Context: an optimization exercise on an open-source flow, tuned for small area and a short achievable clock period. The choices shown serve that exercise and are no tape-out recipe.
Where RTL was checked, it was by simulation tests only, not by an equivalence proof against the original.

==> job 837 <==
// mult16_top
module mult16_top (
  input         clk,
  input  [15:0] a,
  input  [15:0] b,
  output [31:0] p
);
  reg  [15:0] a_r, b_r;
  reg  [31:0] p_r;
  wire [31:0] o;
  multiplier_16bit u_mul (.a(a_r), .b(b_r), .o(o));
  always @(posedge clk) begin
    a_r <= a;
    b_r <= b;
    p_r <= o;
  end
  assign p = p_r;
endmodule
Settings: LEC_CHECK=0, CAP_MARGIN=20, CORE_MARGIN=2, CORE_UTILIZATION=40, SLEW_MARGIN=20, SYNTH_HIERARCHICAL=1, SYNTH_MINIMUM_KEEP_SIZE=0; clock period 15.0 ns.
standard.sh (not shown) runs the stock make flow with config.mk's settings and CLKGATE_MAP_FILE= SYNTH_SCRIPT=/design/flow/synth_recipe.tcl, a recipe that flattens the netlist after the stock synthesis.
==> flow/flow/run.sh <==
#!/bin/bash
# The standard layout (the standard.sh), except that the input and output
# port buffers are buf_2 cells. All of the flow's output goes to standard.log.
set -e
export BUFFER_PORTS_ARGS="-buffer_cell sky130_fd_sc_hd__buf_2"
bash standard.sh > standard.log 2>&1
==> inputs of job 7887, as changes to job 837 <==
--- a/flow/flow/run.sh
+++ b/flow/flow/run.sh
@@ -5,2 +5,3 @@
 export BUFFER_PORTS_ARGS="-buffer_cell sky130_fd_sc_hd__buf_2"
+export SETUP_SLACK_MARGIN=10.2
 bash standard.sh > standard.log 2>&1
==> summary of the runs <==
Against job 7887, the sequential share of layout area of job 837 is higher by 1.1 points. Routed wire length: job 837 is lower than job 7887 (6.6%). Of job 837 and job 7887, job 7887 has the higher final cell count (gap 3.1%, measured against job 7887). Of job 7887 and job 837, job 837 has the higher first-iteration DRC count (gap about 15%, measured against job 837). Of job 7887 and job 837, job 7887 has the higher hold slack (gap 0.037 ns).
==> figures <==
Run status: job 837 no timing/DRC/antenna violations; job 7887 no timing/DRC/antenna violations
Worst Path Buf+Inv: job 837 2; job 7887 3
Worst-case register-to-register setup slack: job 837 9.74 ns; job 7887 10.14 ns
Footprint of the multi-input gates: job 837 0.00665 mm²; job 7887 0.00731 mm²
Number of global-route vias before repair: job 837 6683; job 7887 6835
Crit. Startpoint: job 837 b_r[10]; job 7887 b_r[12]
Layout Skew: job 837 0.0175 ns; job 7887 0.0159 ns
RSZ-0062 raised after global routing: job 837 false; job 7887 true
Storage cell area: job 837 0.00128 mm²; job 7887 0.00132 mm²
WL met2: job 837 10400 µm; job 7887 11400 µm

* * *

==> 09-01: inputs <==
mult16_top, a different RTL version from the one above (not shown whole).
==> flow/config.mk <==
export PLATFORM = sky130hd
export DESIGN_NAME = mult16_top
export DESIGN_NICKNAME = mult16_top
export VERILOG_FILES = /design/flow/design.v
export SDC_FILE = /design/flow/constraint.sdc
export NUM_CORES = 4
export LEC_CHECK = 0
export CAP_MARGIN = 20
export CORE_MARGIN = 2
export CORE_UTILIZATION = 55
export CTS_BUF_LIST = sky130_fd_sc_hd__clkbuf_8
export CTS_CLUSTER_DIAMETER = 300
export CTS_CLUSTER_SIZE = 64
export SLEW_MARGIN = 20
export SYNTH_HIERARCHICAL = 1
export SYNTH_MINIMUM_KEEP_SIZE = 0
==> flow/constraint.sdc <==
create_clock -name core_clock -period 15.0 [get_ports {clk}]
set_input_delay 3.0000 -clock core_clock [delete_from_list [all_inputs] [get_ports {clk}]]
set_output_delay 3.0000 -clock core_clock [all_outputs]
set_load 0.01 [all_outputs]
==> flow/flow/run.sh <==
#!/bin/bash
# The standard layout (the standard.sh), except that the input and output
# port buffers are buf_2 cells and clock tree synthesis inserts no dummy loads.
# All of the flow's output goes to standard.log.
set -e
export BUFFER_PORTS_ARGS="-buffer_cell sky130_fd_sc_hd__buf_2"
export CTS_ARGS="-sink_clustering_enable -repair_clock_nets -dont_use_dummy_load -buf_list sky130_fd_sc_hd__clkbuf_8 -sink_clustering_size 64 -sink_clustering_max_diameter 300"
bash standard.sh > standard.log 2>&1
==> 12-03 (differences from 09-01) <==
CORE_UTILIZATION = 70   (was 55)
==> 10-18 (differences from 09-01) <==
CORE_UTILIZATION = 40   (was 55)
==> summary of the runs <==
Die area, lowest first: 12-03, 09-01, 10-18.
Design area, highest first: 10-18, 09-01, 12-03.
Sequential share of layout area, lowest first: 10-18, 09-01, 12-03.
The highest clock skew belongs to 10-18, the lowest to 12-03.
Register-to-register slack, lowest first: 12-03, 09-01, 10-18.
In non-clock buffer count, 10-18 and 09-01 do not differ.
Function was not checked in any run of this note: the RTL went through the layout flow alone.

==> what the ideal ports hide <==
The results above use ideal ports. As a check the final layouts listed here were re-extracted and re-timed, cells and wires unchanged.
Step 1, drivers: a clkbuf_16 drives clk and a buf_2 each remaining input, both assumed.
Step 2 moves the port delays by t, midway between the first and last clock arrival at a register: inputs arrive t later, outputs are due t later. That takes back most of the time a late clock gives input paths.
a / b / c = ideal ports / drivers / drivers and shift; a / b = the first two.
run	t, ns	setup slack, ns	worst hold slack (ns)	worst data-port slew with drivers (ns)	cell pins on the clock port's net
job 837	0.401	9.736 / 9.736 / 9.736	0.577 / 0.577 / 0.577	0.04	1
job 7887	0.402	10.144 / 10.144 / 10.144	0.614 / 0.614 / 0.614	0.04	1
09-01	0.403	10.084 / 10.084 / 10.084	0.584 / 0.584 / 0.584	0.04	1
12-03	0.398	9.962 / 9.962 / 9.962	0.651 / 0.651 / 0.651	0.04	1
10-18	0.402	10.142 / 10.142 / 10.142	0.675 / 0.675 / 0.675	0.04	1
After both steps setup and hold are still met in every run listed.
